Background: an optimization exercise with open tools, aiming at small area, a short achievable clock period and few clock cycles. Do not read the settings as production practice. In this exercise RTL edits were held to simulation tests only and were not proved equivalent to the original. Power figures rest on the tool's default switching activity, not on a simulated workload.

==> flow/run.sh <==
#!/bin/bash
# synth_recipe.tcl (not shown) runs the flow's synth.tcl, then flattens the netlist and writes it again
# the make line also repeats each setting of config.mk as NAME=value (left out here)
make -C /OpenROAD-flow-scripts/flow DESIGN_CONFIG=/design/flow/config.mk WORK_HOME=/design/flow/orfs CLKGATE_MAP_FILE= SYNTH_SCRIPT=/design/flow/synth_recipe.tcl finish
==> flow/config.mk <==
export PLATFORM = sky130hd
export DESIGN_NAME = mips
export DESIGN_NICKNAME = mips
export VERILOG_FILES = /design/flow/design.v
export SDC_FILE = /design/flow/constraint.sdc
export NUM_CORES = 4
export LEC_CHECK = 0
export CAP_MARGIN = 20
export CORE_MARGIN = 2
export CORE_UTILIZATION = 30
export PLACE_DENSITY = 0.5
export SLEW_MARGIN = 20
==> flow/constraint.sdc <==
create_clock -name core_clock -period 9.0 [get_ports {clk}]
set_input_delay 1.8000 -clock core_clock [delete_from_list [all_inputs] [get_ports {clk}]]
set_output_delay 1.8000 -clock core_clock [all_outputs]
set_load 0.01 [all_outputs]
==> flow/design.v <==
`timescale 1ns / 1ps
module ctrl(
	 input [5:0] Func, Op,
	 output RegDst,
	 output Branch,   
	 output MtoR,
	 output MW, MR,
	 output [3:0] ALUOp,
	 output Alusel,
	 output RW,
	 output J, Jal, Jr, Jalr,
	 output LB,
	 output addu, subu, ori, lw, sw, beq, lui, j, jal, jr, lb, jalr, rotrv, rotr, blez, bltzal,   clz
    );
	assign addu = (Op == 6'b000000 && Func == 6'b100001),
			 subu = (Op == 6'b000000 && Func == 6'b100011),
			 ori  = (Op == 6'b001101),
			 lw   = (Op == 6'b100011),
			 sw   = (Op == 6'b101011),
			 beq  = (Op == 6'b000100),
			 lui  = (Op == 6'b001111),
			 j    = (Op == 6'b000010),
			 jal  = (Op == 6'b000011),
			 jr   = (Op == 6'b000000 && Func == 6'b001000),
			 jalr = (Op == 6'b000000 && Func == 6'b001001),
			 lb   = (Op == 6'b100000),
			 blez = (Op == 6'b000110),
			 rotrv = (Op == 6'b000000 && Func == 6'b000110),
			 bltzal =(Op == 6'b000001),
			 rotr = (Op == 6'b000000 && Func == 6'b000010),  
			 clz  = (Op == 6'b011100 && Func == 6'b100000);
	assign RegDst = (addu || subu || rotrv || clz),  
			 Branch = beq,
			 MtoR   = lw,
			 MW     = sw,
			 MR     = (lw || lb),
			 ALUOp  = (addu || lw || sw || lb) ? 4'b0001 :
			{
				subu ? 4'b0010 :
				{
					ori ? 4'b0100 :
					{
						lui ? 4'b1000 :
						rotrv ? 4'b1001 : 
						clz ? 4'b1010 : 4'b0000 
					}
				}
			},
			 Alusel = (ori || lw || sw || lui || lb),
			 RW     = (addu || subu || ori || lw || lui || jal || lb || rotrv || bltzal || clz), 
			 J      = j,
			 Jal    = jal,
			 Jalr   = jalr,
			 Jr     = jr,
			 LB     = lb;
endmodule
`timescale 1ns / 1ps
module hazard(
	 output stall_F, stall_D,
	 output [2:0] f_Rs_D, f_Rt_D,
	 output reset_E, 
	 output [2:0] f_jr_D, f_A_E, f_B_E,
	 output [1:0] f_Data_M, f_RD1_D, f_RD2_D,
	 input [31:0] Instr_D, Instr_E, Instr_M, Instr_W
    );
	 wire stall_b, stall_cal_r, stall_cal_i, stall_load, stall_store, stall_jr;
	 reg [5:0] op_D, op_E, op_M, op_W,
				  fun_D, fun_E, fun_M, fun_W;
	 reg [4:0] Rs_D, Rs_E, Rs_M, Rs_W,
				  Rt_D, Rt_E, Rt_M, Rt_W,
				  Rd_D, Rd_E, Rd_M, Rd_W;
	 wire addu_D, addu_E, addu_M, addu_W,
			subu_D, subu_E, subu_M, subu_W,
			ori_D, ori_E, ori_M, ori_W,
			lw_D, lw_E, lw_M, lw_W,
			sw_D, sw_E, sw_M, sw_W,
			beq_D, beq_E, beq_M, beq_W,
			lui_D, lui_E, lui_M, lui_W,
			jr_D, jr_E, jr_M, jr_W,
			jal_D, jal_E, jal_M, jal_W,
			lb_D, lb_E, lb_M, lb_W,
			blez_D, blez_E, blez_M, blez_W,
			rotrv_D, rotrv_E, rotrv_M, rotrv_W,
			bltzal_D, bltzal_E, bltzal_M, bltzal_W,
			clz_D, clz_E, clz_M, clz_W;
ctrl CTRL_D(
	 .Func(fun_D), .Op(op_D), .addu(addu_D), .subu(subu_D), .ori(ori_D), .lw(lw_D), .sw(sw_D), .beq(beq_D), .lui(lui_D), .jr(jr_D), .jal(jal_D), .lb(lb_D), .blez(blez_D), .rotrv(rotrv_D), .bltzal(bltzal_D), .clz(clz_D)
    );
ctrl CTRL_E(
	 .Func(fun_E), .Op(op_E), .addu(addu_E), .subu(subu_E), .ori(ori_E), .lw(lw_E), .sw(sw_E), .beq(beq_E), .lui(lui_E), .jr(jr_E), .jal(jal_E), .lb(lb_E), .blez(blez_E), .rotrv(rotrv_E), .bltzal(bltzal_E), .clz(clz_E)
    );
ctrl CTRL_M(
	 .Func(fun_M), .Op(op_M), .addu(addu_M), .subu(subu_M), .ori(ori_M), .lw(lw_M), .sw(sw_M), .beq(beq_M), .lui(lui_M), .jr(jr_M), .jal(jal_M), .lb(lb_M), .blez(blez_M), .rotrv(rotrv_M), .bltzal(bltzal_M), .clz(clz_M)
    );
ctrl CTRL_W(
	 .Func(fun_W), .Op(op_W), .addu(addu_W), .subu(subu_W), .ori(ori_W), .lw(lw_W), .sw(sw_W), .beq(beq_W), .lui(lui_W), .jr(jr_W), .jal(jal_W), .lb(lb_W), .blez(blez_W), .rotrv(rotrv_W), .bltzal(bltzal_W), .clz(clz_W)
    );
	 wire cal_r_D = addu_D || subu_D || rotrv_D || clz_D, cal_r_E = addu_E || subu_E || rotrv_E || clz_E,
			cal_r_M = addu_M || subu_M || rotrv_M || clz_M, cal_r_W = addu_W || subu_W || rotrv_W || clz_W,
			cal_i_D = lui_D || ori_D, cal_i_E = lui_E || ori_E,
			cal_i_M = lui_M || ori_M, cal_i_W = lui_W || ori_W,
			load_D  = lw_D || lb_D, load_E  = lw_E || lb_E,
			load_M  = lw_M || lb_M, load_W  = lw_W || lb_W,
			store_D = sw_D, store_E = sw_E, store_M = sw_M, store_W = sw_W;
	always @(*) begin
		op_D <= Instr_D[31:26]; op_E <= Instr_E[31:26]; op_M <= Instr_M[31:26]; op_W <= Instr_W[31:26];
		fun_D <= Instr_D[5:0]; fun_E <= Instr_E[5:0]; fun_M <= Instr_M[5:0]; fun_W <= Instr_W[5:0];
	   Rs_D <= Instr_D[25:21]; Rs_E <= Instr_E[25:21]; Rs_M <= Instr_M[25:21]; Rs_W <= Instr_W[25:21];
		Rt_D <= Instr_D[20:16]; Rt_E <= Instr_E[20:16]; Rt_M <= Instr_M[20:16]; Rt_W <= Instr_W[20:16];
		Rd_D <= Instr_D[15:11]; Rd_E <= Instr_E[15:11]; Rd_M <= Instr_M[15:11]; Rd_W <= Instr_W[15:11];
	end
	 assign stall_F = stall_b || stall_cal_r || stall_cal_i || stall_load || stall_store || stall_jr,
			  stall_D = stall_F,
			  reset_E = stall_F,
			  stall_b = beq_D && (
				 (cal_r_E && ((Rd_E == Rs_D && Rs_D != 0) || (Rd_E == Rt_D && Rt_D != 0))) ||
				 (cal_i_E && ((Rt_E == Rs_D && Rs_D != 0) || (Rt_E == Rt_D && Rt_D != 0))) ||
				 (load_E && ((Rt_E == Rt_D && Rt_D != 0) || (Rt_E == Rs_D && Rs_D != 0))) ||
				 (load_M && ((Rt_M == Rt_D && Rt_D != 0) || (Rt_M == Rs_D && Rs_D != 0)))) ||
				 (blez_D || bltzal_D) && (
				 (cal_r_E && Rd_E == Rs_D && Rs_D != 0) ||
				 (cal_i_E && Rt_E == Rs_D && Rs_D != 0) ||
				 (load_E && Rt_E == Rs_D && Rs_D != 0) ||
				 (load_M && Rt_M == Rs_D && Rs_D != 0)),
			  stall_cal_r = load_E && cal_r_D && ((Rt_E == Rs_D && Rs_D != 0) || (Rt_E == Rt_D && Rt_D != 0)),
			  stall_cal_i = load_E && cal_i_D && Rt_E == Rs_D && Rs_D != 0,
			  stall_load = load_E && load_D && Rt_E == Rs_D && Rs_D != 0,
			  stall_store = load_E && store_D && Rt_E == Rs_D && Rs_D != 0,
			  stall_jr = jr_D && Rs_D != 0 && (
					(cal_r_E && Rd_E == Rs_D) ||
					(cal_i_E && Rt_E ==Rs_D) ||
					(load_E && Rt_E == Rs_D) ||
					(load_M && Rt_M == Rs_D)
					),
			  f_RD1_D = (cal_r_D || cal_i_D || load_D || store_D) && cal_r_W && Rs_D == Rd_W && Rd_W != 0 ? 2'b01 :
							(cal_r_D || cal_i_D || load_D || store_D) && cal_i_W && Rs_D == Rt_W && Rt_W != 0 ? 2'b01 :
							(cal_r_D || cal_i_D || load_D || store_D) && load_W && Rs_D == Rt_W && Rt_W != 0 ? 2'b01 :
							(cal_r_D || cal_i_D || load_D || store_D) && (jal_W || bltzal_W) && Rs_D == 5'h1f ? 2'b10 : 2'b00,
			  f_RD2_D = (cal_r_D || store_D) && cal_r_W && Rt_D == Rd_W && Rd_W != 0 ? 2'b01 :
							(cal_r_D || store_D) && cal_i_W && Rt_D == Rt_W && Rt_W != 0 ? 2'b01 :
							(cal_r_D || store_D) && load_W && Rt_D == Rt_W && Rt_W != 0 ? 2'b01 :
							(cal_r_D || store_D) && (jal_W || bltzal_W) && Rt_D == 5'h1f ? 2'b10: 2'b00,
			  f_Rs_D = (beq_D || blez_D || bltzal_D) && (jal_E || bltzal_E) && Rs_D == 5'h1f ? 3'b100 :
						  (beq_D || blez_D || bltzal_D) && (jal_M || bltzal_M) && Rs_D == 5'h1f ? 3'b101 :
						  (beq_D || blez_D || bltzal_D) && cal_r_M && Rs_D == Rd_M && Rd_M != 0 ? 3'b001 :
						  (beq_D || blez_D || bltzal_D) && cal_i_M && Rs_D == Rt_M && Rt_M != 0 ? 3'b001 :
						  (beq_D || blez_D || bltzal_D) && cal_r_W && Rs_D == Rd_W && Rd_W != 0 ? 3'b010 :
						  (beq_D || blez_D || bltzal_D) && cal_i_W && Rs_D == Rt_W && Rt_W != 0 ? 3'b010 :
						  (beq_D || blez_D || bltzal_D) && load_W && Rs_D == Rt_W && Rt_W != 0 ? 3'b011 :
						  (beq_D || blez_D || bltzal_D) && (jal_W || bltzal_W) && Rs_D == 5'h1f ? 3'b110 : 3'b000,
			  f_Rt_D =  beq_D && (jal_E || bltzal_E) && Rt_D == 5'h1f ? 3'b100 :
							beq_D && (jal_M || bltzal_M) && Rt_D == 5'h1f ? 3'b101 :
							beq_D && cal_r_M && Rt_D == Rd_M && Rd_M != 0 ? 3'b001 :
						   beq_D && cal_i_M && Rt_D == Rt_M && Rt_M != 0 ? 3'b001 :
						   beq_D && cal_r_W && Rt_D == Rd_W && Rd_W != 0 ? 3'b010 :
						   beq_D && cal_i_W && Rt_D == Rt_W && Rt_W != 0 ? 3'b010 :
						   beq_D && load_W && Rt_D == Rt_W && Rt_W != 0 ? 3'b011 :
							beq_D && (jal_W || bltzal_W) && Rt_D == 5'h1f ? 3'b110 : 3'b000,
			  f_jr_D = jr_D && (jal_E || bltzal_E) && Rs_D == 5'h1f ? 3'b100 :
						  jr_D && cal_r_M && Rs_D == Rd_M && Rd_M != 0 ? 3'b001 :
						  jr_D && cal_i_M && Rs_D == Rt_M && Rt_M != 0 ? 3'b001 :
						  jr_D && (jal_M || bltzal_M) && Rs_D == 5'h1f ? 3'b101 :
						  jr_D && cal_r_W && Rs_D == Rd_W && Rd_W != 0 ? 3'b010 :
						  jr_D && cal_i_W && Rs_D == Rt_W && Rt_W != 0 ? 3'b010 :
						  jr_D && load_W && Rs_D == Rt_W && Rt_W != 0 ? 3'b011 :
						  jr_D && (jal_W || bltzal_W) && Rs_D == 5'h1f ? 3'b110 : 3'b000,  
			  f_A_E = (cal_r_E || cal_i_E || load_E || store_E) && cal_r_M && Rs_E == Rd_M && Rd_M != 0 ? 3'b010 :
					  	 (cal_r_E || cal_i_E || load_E || store_E) && cal_i_M && Rs_E == Rt_M && Rt_M != 0 ? 3'b010 :
						 (cal_r_E || cal_i_E || load_E || store_E) && (jal_M || bltzal_M) && Rs_E == 5'h1f ? 3'b100 :
					  	 (cal_r_E || cal_i_E || load_E || store_E) && cal_r_W && Rs_E == Rd_W && Rd_W != 0 ? 3'b001 :
						 (cal_r_E || cal_i_E || load_E || store_E) && cal_i_W && Rs_E == Rt_W && Rt_W != 0 ? 3'b001 :
						 (cal_r_E || cal_i_E || load_E || store_E) && load_W && Rs_E == Rt_W && Rt_W != 0 ? 3'b011 :
						 (cal_r_E || cal_i_E || load_E || store_E) && (jal_W || bltzal_W) && Rs_E == 5'h1f ? 3'b101 : 3'b000,
			  f_B_E = (cal_r_E || store_E) && cal_r_M && Rt_E == Rd_M && Rd_M != 0 ? 3'b010 :
						 (cal_r_E || store_E) && cal_i_M && Rt_E == Rt_M && Rt_M != 0 ? 3'b010 :
						 (cal_r_E || store_E) && (jal_M || bltzal_M) && Rt_E == 5'h1f ? 3'b100 :
						 (cal_r_E || store_E) && cal_r_W && Rt_E == Rd_W && Rd_W != 0 ? 3'b001 :
						 (cal_r_E || store_E) && cal_i_W && Rt_E == Rt_W && Rt_W != 0 ? 3'b001 :
						 (cal_r_E || store_E) && load_W && Rt_E == Rt_W && Rt_W != 0 ? 3'b011 :
						 (cal_r_E || store_E) && (jal_W || bltzal_W) && Rt_E == 5'h1f ? 3'b101 :	3'b000,
			  f_Data_M = store_M && load_W && Rt_M == Rt_W && Rt_W !=0 ? 2'b01 :
							 store_M && (jal_W || bltzal_W) && Rt_M == 5'h1f ? 2'b10 : 2'b00;
endmodule
`timescale 1ns / 1ps
module IFU(
    input CLK,
	 input RESET,
	 input PCsrc_D,  
	 input [31:0] IM_D,  
	 input [31:0] NPC, 
	 output [31:0]Instr,
	 output [31:0] PC, PC_,  
	 output reg [31:0] Instr_D,
	 output reg [31:0] PC_D,
	 input stall_D, stall_F
	 );
	always @(posedge CLK) begin  
		if(RESET) begin
			Instr_D <= 0; PC_D <= 0;
		end
		else if(!stall_D) begin
			Instr_D <= Instr; PC_D <= PC;
		end
	end
	reg [31:0] rgt; 
	always @(posedge CLK) begin  
		if(RESET) rgt <= 32'h00003000;  
		else if(!stall_F) rgt <= PC_; 
	end
	assign PC = rgt;
	assign Instr = IM_D;
	assign PC_ = PCsrc_D ? NPC : (PC + 32'h4);
endmodule
`timescale 1ns / 1ps
module GRF(
	 input CLK,
	 input RESET,
	 output PCsrc_D,  
	 input [31:0] PC_D, Instr_D,
	 output reg [31:0] Instr_E,
	 output reg [31:0] PC_E,
	 output reg [31:0] RD1_E, RD2_E,
	 output reg [4:0] Rs_E, Rt_E, Rd_E,
	 output reg [31:0] EXT_E,
	 output [31:0] NPC,
	 input [2:0] f_Rs_D, f_Rt_D, f_jr_D,
	 input [1:0] f_RD1_D ,f_RD2_D,
	 input reset_E,  
	 input [31:0] ALUOut_M, PC_M,
	 input [31:0] RD_W, ALUOut_W, PC_W, RF_WD, Instr_W,
	 input [4:0] WReg_W,
	 output TR_WE,
	 output [4:0] TR_WA,
	 output [31:0] TR_WD, TR_PC
    );
	 wire [3:0] ALUOp_D;
	 wire Branch_D, MtoR_D, MW_D, MR_D, Alusel_D, RW_D, J, Jal, Jr, LB_D, blez_D, rotrv_D, bltzal_D;
	 wire RW_W, LB_W, Jal_W, bltzal_W;
ctrl D_CTRL(
	 .Func(Instr_D[5:0]), .Op(Instr_D[31:26]), .Branch(Branch_D), .MtoR(MtoR_D),
    .MW(MW_D), .MR(MR_D), .RW(RW_D),
    .J(J), .Jal(Jal), .Jr(Jr), .LB(LB_D), .blez(blez_D), .rotrv(rotrv_D), .bltzal(bltzal_D)
    );
ctrl WB_CTRL(
	 .Func(Instr_W[5:0]), .Op(Instr_W[31:26]),
    .RW(RW_W), .Jal(Jal_W), .LB(LB_W), .bltzal(bltzal_W)
    );
	always @(posedge CLK) begin  
		if(RESET || reset_E) begin
			Instr_E <= 32'b0; PC_E <= 32'b0; RD1_E <= 32'b0; RD2_E <= 32'b0;
			Rs_E <= 5'b0; Rt_E <= 5'b0; Rd_E <= 5'b0; EXT_E <= 32'b0;
		end
		else begin
			Instr_E <= Instr_D;
			PC_E <= PC_D;
			RD1_E <= RegRD1;
			RD2_E <= RegRD2;
			Rs_E <= Instr_D[25:21];
			Rt_E <= Instr_D[20:16];
			Rd_E <= Instr_D[15:11];
			EXT_E <= {{16{imm[15]}}, imm};
		end
	end
	wire WE; 
	wire [31:0] WD;
	wire [4:0] WA; 
	wire [4:0] Rs = Instr_D[25:21], Rt = Instr_D[20:16], Rd = Instr_D[15:11];
	wire [4:0] A1 = Rs, A2 = Rt;
	wire [25:0] index = Instr_D[25:0];
	wire [31:0] index_s;
	wire [31:0] WPC;
	wire [31:0] RegRD1 = f_RD1_D == 2'b01 ? RF_WD : f_RD1_D == 2'b10 ? (PC_W + 32'h8) : grf[A1]; 
	wire [31:0] RegRD2 = f_RD2_D == 2'b01 ? RF_WD : f_RD2_D == 2'b10 ? (PC_W + 32'h8) : grf[A2];
	wire [31:0] ext = {{14{imm[15]}}, imm, 2'b0};
	wire [15:0] imm = Instr_D[15:0];
	reg [31:0] grf[0:31];  
	integer i;
	always @(posedge CLK) begin 
		if(RESET)  
			for(i = 0; i <= 31; i = i + 1) grf[i] <= 32'h0;
		else if(WE) begin 
			if(WA != 32'h0) begin
				grf[WA] <= WD;  
			end
		end
	end
	wire [31:0] RD1, RD2;
   reg [2:0] PCsel;
	assign RD1 = f_Rs_D == 3'b001 ? ALUOut_M :
					 f_Rs_D == 3'b010 ? ALUOut_W :
					 f_Rs_D == 3'b011 ? RF_WD :
					 f_Rs_D == 3'b100 ? (PC_E + 32'h8) :
					 f_Rs_D == 3'b101 ? (PC_M + 32'h8) :
					 f_Rs_D == 3'b110 ? (PC_W + 32'h8) : RegRD1,  
			 RD2 = f_Rt_D == 3'b001 ? ALUOut_M :
					 f_Rt_D == 3'b010 ? ALUOut_W :
					 f_Rt_D == 3'b011 ? RF_WD :
					 f_Rt_D == 3'b100 ? (PC_E + 32'h8) :
					 f_Rt_D == 3'b101 ? (PC_M + 32'h8) :
					 f_Rt_D == 3'b110 ? (PC_W + 32'h8) : RegRD2;  
	always @(*) begin
		if($signed(RD1) < 0 && bltzal_D) PCsel <= 3'b000;  
		else if($signed(RD1) == $signed(RD2) && Branch_D) PCsel <= 3'b000;  
		else if($signed(RD1) <= 0 && blez_D) PCsel <= 3'b000;  
		else if(J) PCsel <= 3'b010;
		else if(Jal) PCsel <= 3'b011;
		else if(Jr) PCsel <= 3'b100;
		else PCsel <= 3'b111;
	end
	assign NPC = PCsel == 3'b000 ? (ext + PC_D + 32'h4) :  
					 PCsel == 3'b010 ? index_s :  
					 PCsel == 3'b011 ? index_s :
					 PCsel == 3'b100 ? ra : 0,  
			 PCsrc_D = !(PCsel == 3'b111);
	wire [31:0] ra = f_jr_D == 3'b001 ? ALUOut_M : 
						  f_jr_D == 3'b010 ? ALUOut_W :
						  f_jr_D == 3'b011 ? RF_WD :
						  f_jr_D == 3'b100 ? (PC_E + 32'h8) :
						  f_jr_D == 3'b101 ? (PC_M + 32'h8) :
						  f_jr_D == 3'b110 ? (PC_W + 32'h8) : RegRD1;  
	 assign index_s = {PC_D[31:28], index, 2'b0},  
			  WE = RW_W,
			  WA = (Jal_W || bltzal_W) ? 5'h1f : WReg_W,  
			  WD = (Jal_W || bltzal_W)? (PC_W + 32'h8) : RF_WD,  
			  WPC = PC_W, 
			  TR_WE = WE && (WA != 5'h0),
			  TR_WA = WA,
			  TR_WD = WD,
			  TR_PC = WPC;
endmodule
`timescale 1ns / 1ps
module ALU(
	 input CLK, RESET,
	 input [31:0] Instr_E,
	 input [31:0] PC_E,
	 input [31:0] RD1_E, RD2_E,
	 input [4:0] Rs_E, Rt_E, Rd_E,
	 input [31:0] EXT_E,
	 output reg [31:0] Instr_M, ALUOut_M,
	 output reg [31:0] WData_M,
	 output reg [4:0] WReg_M,
	 output reg [31:0] PC_M,
	 input [2:0] f_A_E, f_B_E,
	 input [1:0] f_Data_M,
	 input [31:0] RF_WD, RD_W, ALUOut_W, PC_W
    );
	 wire RegDst_E, Alusel_E, clz_E;
	 wire [3:0] ALUOp_E;
ctrl E_CTRL(
	 .Func(Instr_E[5:0]), .Op(Instr_E[31:26]), .RegDst(RegDst_E), .ALUOp(ALUOp_E), .Alusel(Alusel_E), .clz(clz_E)
    );
	 always @(posedge CLK) begin
		if(RESET) begin
			Instr_M <= 0;ALUOut_M <= 0;WReg_M <= 0; WData_M <= 0; PC_M <= 0;
		end
		else begin
			Instr_M <= Instr_E;
			ALUOut_M <= Result;
			WReg_M <= RegDst_E ? Rd_E : Rt_E; 
			WData_M <= (f_B_E == 3'b000) ? RD2_E :
						  (f_B_E == 3'b001) ? ALUOut_W :
						  (f_B_E == 3'b010) ? ALUOut_M :
						  (f_B_E == 3'b100) ? (PC_M + 32'h8) :
						  (f_B_E == 3'b101) ? (PC_W + 32'h8) : RF_WD; 
			PC_M <= PC_E;
		end
	 end
	wire [31:0] A, B, HI, OR; 
	wire [31:0] Result;
	assign HI = {B[15:0], 16'b0},  
			 OR = {16'b0, B[15:0]},  
			 A = (f_A_E == 3'b000) ? RD1_E :
				  (f_A_E == 3'b001) ? ALUOut_W :
				  (f_A_E == 3'b010) ? ALUOut_M :
				  (f_A_E == 3'b100) ? (PC_M + 32'h8) :
				  (f_A_E == 3'b101) ? (PC_W + 32'h8) : RF_WD,
			 B = Alusel_E ? EXT_E :
				  (f_B_E == 3'b000) ? RD2_E :
				  (f_B_E == 3'b001) ? ALUOut_W :
				  (f_B_E == 3'b010) ? ALUOut_M :
				  (f_B_E == 3'b100) ? (PC_M + 32'h8) :
				  (f_B_E == 3'b101) ? (PC_W + 32'h8) : RF_WD;
	assign Result = ALUOp_E == 4'b0001 ? (A + B) :
						 ALUOp_E == 4'b0010 ? (A - B) :
						 ALUOp_E == 4'b0100 ? A | OR :
						 ALUOp_E == 4'b1000 ? HI :
						 ALUOp_E == 4'b1001 ? temp :
						 ALUOp_E == 4'b1010 ? {26'b0, count} : 32'h0;
	 wire [4:0] s = A[4:0];
	 wire [31:0] temp = (B >> s) | (B << (6'd32 - {1'b0, s}));  
	 reg [5:0] count;  
	 integer i;
	 always @(*) begin
		count = 6'd32;
		for(i = 0; i <= 31; i = i + 1)
			if(A[i]) count = 6'd31 - i[5:0];
	 end
endmodule
`timescale 1ns / 1ps
module DM(
	 input clk,
    input clr,
	 input [31:0] Instr_M, ALUOut_M, PC_M,
	 input [31:0] WData_M,
	 input [4:0] WReg_M,
	 input [1:0] f_Data_M,
	 output reg [31:0] Instr_W, ALUOut_W, PC_W,
	 output reg [31:0] RD_W,
	 output reg [4:0] WReg_W,
	 output [31:0] RF_WD,
	 output [31:0] MEM_A, MEM_WD,
	 output MEM_WE,
	 input [31:0] MEM_RD
    );
	 wire MtoR_M, MR_M, RW_M, LB_M, Jal_M;
	 wire MtoR_W, LB_W;
ctrl M_CTRL(
	 .Func(Instr_M[5:0]), .Op(Instr_M[31:26]), .MtoR(MtoR_M),
    .MW(MW_M), .MR(MR_M), .RW(RW_M),
    .Jal(Jal_M), .LB(LB_M)
    );
ctrl D_W_CTRL(
	 .Func(Instr_W[5:0]), .Op(Instr_W[31:26]), .MtoR(MtoR_W), .LB(LB_W)
    );
	always @(posedge clk) begin
		if(clr) begin
			PC_W <= 0;Instr_W <= 0;ALUOut_W <= 0;RD_W <= 0;WReg_W <= 0;
		end
		else begin
			PC_W <= PC_M;
			Instr_W <= Instr_M;
			ALUOut_W <= ALUOut_M;
			RD_W <= RD;
			WReg_W <= WReg_M;
		end
	end
	wire [9:0] A;
	wire [31:0] WD;
	wire SD; 
	wire [31:0] PC;  
	wire [31:0] RD;
	wire [1:0] Byte;  
	wire MW_M;
	assign A = ALUOut_M[11:2],
			 WD = f_Data_M == 2'b01 ? RF_WD : f_Data_M == 2'b10 ? (PC_W + 32'h8) : WData_M,  
			 RD = MEM_RD,
			 MEM_A = ALUOut_M,
			 MEM_WD = WD,
			 MEM_WE = SD,
			 PC = PC_M,
			 SD = MW_M,
			 RF_WD = LB_W ? {  
						 (Byte == 2'b11) ? {{24{RD_W[31]}}, RD_W[31:24]} :
						 (Byte == 2'b10) ? {{24{RD_W[23]}}, RD_W[23:16]} :
						 (Byte == 2'b01) ? {{24{RD_W[15]}}, RD_W[15:8]} :
						 {{24{RD_W[7]}}, RD_W[7:0]}
						 } : MtoR_W ? RD_W : ALUOut_W,
			 Byte = ALUOut_W[1:0];
endmodule
`timescale 1ns / 1ps
module mips(
    input clk,
	 input reset,
	 output [31:0] i_addr,
	 input  [31:0] i_data,
	 output [31:0] d_addr,
	 output [31:0] d_wdata,
	 output        d_we,
	 input  [31:0] d_rdata,
	 output        rf_we,
	 output [4:0]  rf_waddr,
	 output [31:0] rf_wdata,
	 output [31:0] rf_wpc
    );
	wire PCsrc_D;  
	wire [31:0] Instr,
		  PC, PC_,  
		  NPC; 
	wire [31:0] Instr_D,
		  PC_D;
	wire r_WE;  
	wire [4:0]A1, A2, r_WA;  
	wire [31:0] r_WD,  
	     RD1, RD2;
	wire [31:0] Instr_E;
	wire [31:0] PC_E,
		  RD1_E, RD2_E;
	wire [4:0] Rs_E, Rt_E, Rd_E;
	wire [31:0] EXT_E;
	wire [31:0] B;  
	wire [3:0] ALUOp;
   wire [31:0] Result;
	wire [31:0] Instr_M, ALUOut_M,
		  WData_M;
	wire [4:0] WReg_M;
	wire [31:0] PC_M;
	wire [31:0] RD_W, Instr_W, ALUOut_W;
	wire [4:0] WReg_W;
	wire [31:0] PC_W, RF_WD;
	wire stall_D, stall_F,
		  reset_E;  
	wire [2:0] f_Rs_D, f_Rt_D, f_jr_D, f_A_E, f_B_E;
	wire [1:0] f_Data_M, f_RD1_D ,f_RD2_D;
IFU F_IFU(
    .CLK(clk), .RESET(reset), .IM_D(i_data),
    .PCsrc_D(PCsrc_D), .NPC(NPC),
    .Instr(Instr), .PC(PC), .PC_(PC_),
	 .Instr_D(Instr_D), .PC_D(PC_D),
	 .stall_D(stall_D), .stall_F(stall_F)
    );
GRF D_GRF(
    .CLK(clk), .RESET(reset),
	 .PCsrc_D(PCsrc_D),
	 .PC_D(PC_D), .Instr_D(Instr_D), .Instr_E(Instr_E), .PC_E(PC_E),
	 .RD1_E(RD1_E), .RD2_E(RD2_E), .Rs_E(Rs_E), .Rt_E(Rt_E), .Rd_E(Rd_E), .EXT_E(EXT_E),
	 .NPC(NPC), .f_Rs_D(f_Rs_D), .f_Rt_D(f_Rt_D), .f_jr_D(f_jr_D),
	 .f_RD1_D(f_RD1_D), .f_RD2_D(f_RD2_D), .reset_E(reset_E), .ALUOut_M(ALUOut_M), .PC_M(PC_M),
	 .RD_W(RD_W), .ALUOut_W(ALUOut_W), .PC_W(PC_W), .RF_WD(RF_WD), .Instr_W(Instr_W),
	 .WReg_W(WReg_W),
	 .TR_WE(rf_we), .TR_WA(rf_waddr), .TR_WD(rf_wdata), .TR_PC(rf_wpc)
    );
ALU E_ALU(
	 .CLK(clk), .RESET(reset),
	 .Instr_E(Instr_E), .PC_E(PC_E),
	 .RD1_E(RD1_E), .RD2_E(RD2_E), .Rs_E(Rs_E), .Rt_E(Rt_E), .Rd_E(Rd_E), .EXT_E(EXT_E),
	 .Instr_M(Instr_M), .ALUOut_M(ALUOut_M), .WData_M(WData_M),
    .WReg_M(WReg_M), .PC_M(PC_M),
    .f_A_E(f_A_E), .f_B_E(f_B_E), .f_Data_M(f_Data_M),
    .RF_WD(RF_WD), .RD_W(RD_W), .ALUOut_W(ALUOut_W), .PC_W(PC_W)
    );
DM M_DM(
	 .clk(clk), .clr(reset),
	 .Instr_M(Instr_M), .ALUOut_M(ALUOut_M), .PC_M(PC_M),
	 .WData_M(WData_M), .WReg_M(WReg_M),
	 .f_Data_M(f_Data_M),
	 .Instr_W(Instr_W), .ALUOut_W(ALUOut_W), .PC_W(PC_W), .RD_W(RD_W), .WReg_W(WReg_W), .RF_WD(RF_WD),
	 .MEM_A(d_addr), .MEM_WD(d_wdata), .MEM_WE(d_we), .MEM_RD(d_rdata)
    );
hazard HAZARD(
	 .stall_F(stall_F), .stall_D(stall_D),
	 .f_Rs_D(f_Rs_D), .f_Rt_D(f_Rt_D), .reset_E(reset_E),  
	 .f_jr_D(f_jr_D), .f_A_E(f_A_E), .f_B_E(f_B_E), .f_Data_M(f_Data_M), .f_RD1_D(f_RD1_D), .f_RD2_D(f_RD2_D),
	 .Instr_D(Instr_D), .Instr_E(Instr_E), .Instr_M(Instr_M), .Instr_W(Instr_W)
	 );
assign i_addr = PC;
endmodule
==> results.txt <==
==> logic make-up after synthesis <==
family / count (synthesis) / share of synthesized area, %
other: 1 / 0.00402
adder cells (fa/ha/maj): 143 / 1.94
multiplexers: 967 / 17.1
buffers and inverters: 983 / 4.27
AND/OR/NAND/NOR: 3430 / 16.4
XOR/XNOR: 279 / 2.62
flip-flops: 1504 / 43.3
AO/OA/AOI/OAI: 2074 / 14.4
==> how the worst max path moves through the flow <==
stage                            startpoint                 end  slack, ns  depth (start not counted)
final                     E_ALU.Instr_M[30]  E_ALU.ALUOut_M[30]       0.76                         28
after global routing      E_ALU.Instr_M[30]  E_ALU.ALUOut_M[30]       0.16                         28
after CTS                 D_GRF.Instr_E[28]  E_ALU.ALUOut_M[30]       0.81                         28
after detailed placement  D_GRF.Instr_E[28]  E_ALU.ALUOut_M[30]       0.85                         28
after global placement    D_GRF.Instr_E[28]  E_ALU.ALUOut_M[30]       0.83                         28
after floorplan           D_GRF.Instr_E[28]  E_ALU.ALUOut_M[30]       1.85                         30
==> worst max-delay path: cells and delay by family (launching register included) <==
family	cells	cell delay (ns)
AOI/OAI and AO/OA	19	5.23
xor gates and xnor gates	1	0.11
adders and majority gates	1	0.27
and+or+nand+nor	4	1.64
buffers and inverters	3	0.53
DFF	1	0.35
==> per-stage QoR <==
step | utilization (%) | worst slack [ns] | hold WS (ns) | power (mW)
global route | 35.2 | 0.159 | 0.468 | 19.7
detailed placement | 33.2 | 0.848 | 0.430 | 11.7
global placement | 33.2 | 0.825 | 0.440 | 11.7
CTS | 35.1 | 0.809 | 0.457 | 19.2
floorplan | - | 1.85 | 0.414 | 9.98
finish | 35.2 | 0.757 | 0.455 | 19.3
==> Yosys cell counts, types with 38 or more instances <==
master / count / share of area, %
a211oi_1: 144 / 1.2
a21o_1: 74 / 0.60
a21oi_1: 601 / 3.2
a221oi_1: 57 / 0.54
a22oi_1: 93 / 0.75
a31oi_1: 67 / 0.45
and2_1: 43 / 0.29
and3_1: 139 / 0.93
buf_1: 77 / 0.31
buf_2: 118 / 0.63
clkbuf_1: 595 / 2.4
dfxtp_1: 480 / 10
edfxtp_1: 1024 / 33
ha_1: 140 / 1.9
inv_1: 161 / 0.65
mux2_2: 43 / 0.52
mux2i_1: 425 / 4.6
mux4_2: 495 / 12
nand2_1: 725 / 2.9
nand3_1: 191 / 1.0
nand4_1: 41 / 0.28
nor2_1: 1690 / 6.8
nor2b_1: 206 / 1.4
nor3_1: 167 / 0.90
o211ai_1: 109 / 0.88
o21a_1: 38 / 0.31
o21ai_0: 425 / 2.3
o221ai_1: 66 / 0.62
o22ai_1: 66 / 0.44
xnor2_1: 151 / 1.4
xor2_1: 128 / 1.2
==> cell type report <==
| class | count | share of cell area, % |
|---|---|---|
| multi-input cells | 6925 | 46.1 |
| flip-flops and latches | 1504 | 37.1 |
| repair buffers | 768 | 6.03 |
| well taps | 4120 | 4.74 |
| clock buffers | 249 | 4.68 |
| clock inverters | 79 | 0.726 |
| inverters | 164 | 0.568 |
| diodes | 26 | 0.0598 |
==> layer usage <==
layer | track usage [%] | vias up | part of all wire (%)
met5 | 0 | - | 0.040
li1 | - | 35100 | -
met4 | 21.3 | 32 | 7.6
met2 | 51.8 | 6368 | 43
met1 | 43.6 | 44300 | 38
met3 | 8.99 | 1603 | 11
==> power breakdown <==
part,switching (mW),internal [mW],leakage [nW]
sequential,0.296,7.63,14.4
clock,3.25,4.34,2.87
combinational,2.52,1.27,21.1
total,6.07,13.2,38.4
==> state kept, by name, indices dropped and copies added, names as in the netlist, 13 cells and up, named ones only <==
| signal | cells |
|---|---|
| D_GRF.EXT_E | 15 |
| D_GRF.PC_E | 32 |
| D_GRF.grf | 1024 |
| D_GRF.RD2_E | 32 |
| D_GRF.RD1_E | 32 |
| F_IFU.Instr_D | 32 |
| D_GRF.Instr_E | 13 |
| M_DM.ALUOut_W | 32 |
| E_ALU.ALUOut_M | 32 |
| E_ALU.PC_M | 32 |
| M_DM.RD_W | 32 |
| M_DM.Instr_W | 22 |
| E_ALU.WData_M | 32 |
| F_IFU.rgt | 32 |
| F_IFU.PC_D | 32 |
| M_DM.PC_W | 32 |
| E_ALU.Instr_M | 22 |
==> results.cfg <==
[outcome]
status = finished clean

[worst_setup_path]
cp.required_ns = 9.75
worstReg2RegStart = E_ALU.Instr_M[30]
reg2reg_slack_ns = 0.76
crit_fanout = 7
cp-start-kind = register
cp_data_arrival_time_ns = 9.00
slowest_stage = nor4_2
crit_path_frequent_cell = a21oi_1
r2r-end = E_ALU.ALUOut_M[30]
crit_type = register to register
crit_path_end_kind = register
r2r_cells = 28
cpPeakStageDelay_ns = 0.58

[drt]
routed_wl_um = 557000
drt_iter0_drc = 13300
routedWlPerCell_um = 40.3
drcViolationCount = 0
first_pass_iters = 9
vias = 87400
drt-vias-per-instance = 6.31
ant_nets = 0

[sta]
rsz0062_at_grt = no
finClkSkew_ns = 0.117
worst_pin_slew_ns = 1.35
slew_headroom_pct = 9.53
final-hold-violation-count = 0
drv_slew = 0
fmax_ghz = 0.121
tns_ns = 0
period_share_pct = 91.6
setup_viol = 0
fin_crit_ns = 8.24

[layout]
finalNonFillerCells = 13800
layout_common_cells = nor2_1, edfxtp_1, nand2_1, a21oi_1, buf_4
fin_area_um2 = 109000
multi_input_area_um2 = 50100
nFillCells = 31000
final_layout_size_suffix_gt1_share_pct = 16.6
layout.nets = 9759
register_area_um2 = 40400
layout_commonest_cell = nor2_1
area_growth_pct = 16.7

[placement]
placed_area_um2 = 103000
io_buffers = 232
dp.cells = 13500
dp_hpwl_um = 399000
routabilityCongestion = 1.09

[die]
die_w_um = 561
rows = 204
num_io_pins = 233
fp.coreArea_um2 = 309000
dieHeight_um = 561
design.die.area_um2 = 315000
initial_core_util_pct = 30.2

[global_routing]
track_usage_pct = 34.3
gr-total-overflow = 0
grt_start_max_net_pins = 98
grt_pass1_wl_um = 744000
antenna_found_initial = 58
first_global_vias = 82800

[clock_tree]
cts.sinks = 1504
clk_pin_slew_worst_paths_ns = 0.06
clk_latency_ns = 0.94
cts_root_buf = clkbuf_16
htreeDepth = 4
hold_buffers = 0
cts-resized-gates = 0
tritoncts = yes
clk_path_buf_depth = 4
postCtsSetupBuffers = 0
numCtsBuffers = 187

[worst_hold_path]
hold_end = M_DM.WReg_W[1]
worstHoldStart = E_ALU.WReg_M[1]
hold_path.class = register to register
holdPathStages = 1

[power_and_ir_drop]
power_leakage_nw = 38.4
p_per_area_nw_per_um2 = 177
ir_drop_uv = 160

[synth]
ys_ff_latch = 1504
netlist_area_um2 = 93200
yosysSeqAreaShare_pct = 43.3
synth_cells = 9381
yosys_warnings = 5
ys_async_sr_fraction_pct = 0
synth_cell_type_count = 117
synth-edff-count = 1024
syn-mean-instance-area_um2 = 9.94
ys.flop_type = edfxtp_1

[flow_run]
cap_violations = 0
Testbench counts, summed over its fixed seeds: cycles 173,075.

## separate check: timing with driven ports
In the flow no input, the clock included, has a driving cell. The finished layout below was timed again as built, in two steps.
Step 1 assumes that a clkbuf_16 drives the clock port and a buf_2 every other input.
Step 2 times the ports against the registers' clock, not the clock port: input delays grow and output delays shrink by t, the midpoint of the rising clock arrivals with the driver on.
Slacks: ideal / step 1 / step 2; pairs: ideal / step 1.
t, ns: 0.994
setup slack, ns: 0.757 / 0.757 / 0.757
hold slack, ns: 0.455 / 0.455 / 0.455
After both steps setup and hold are still met in this run. The setup slack of this run moves by 0.000 ns with the drivers and by 0.000 ns with both steps.
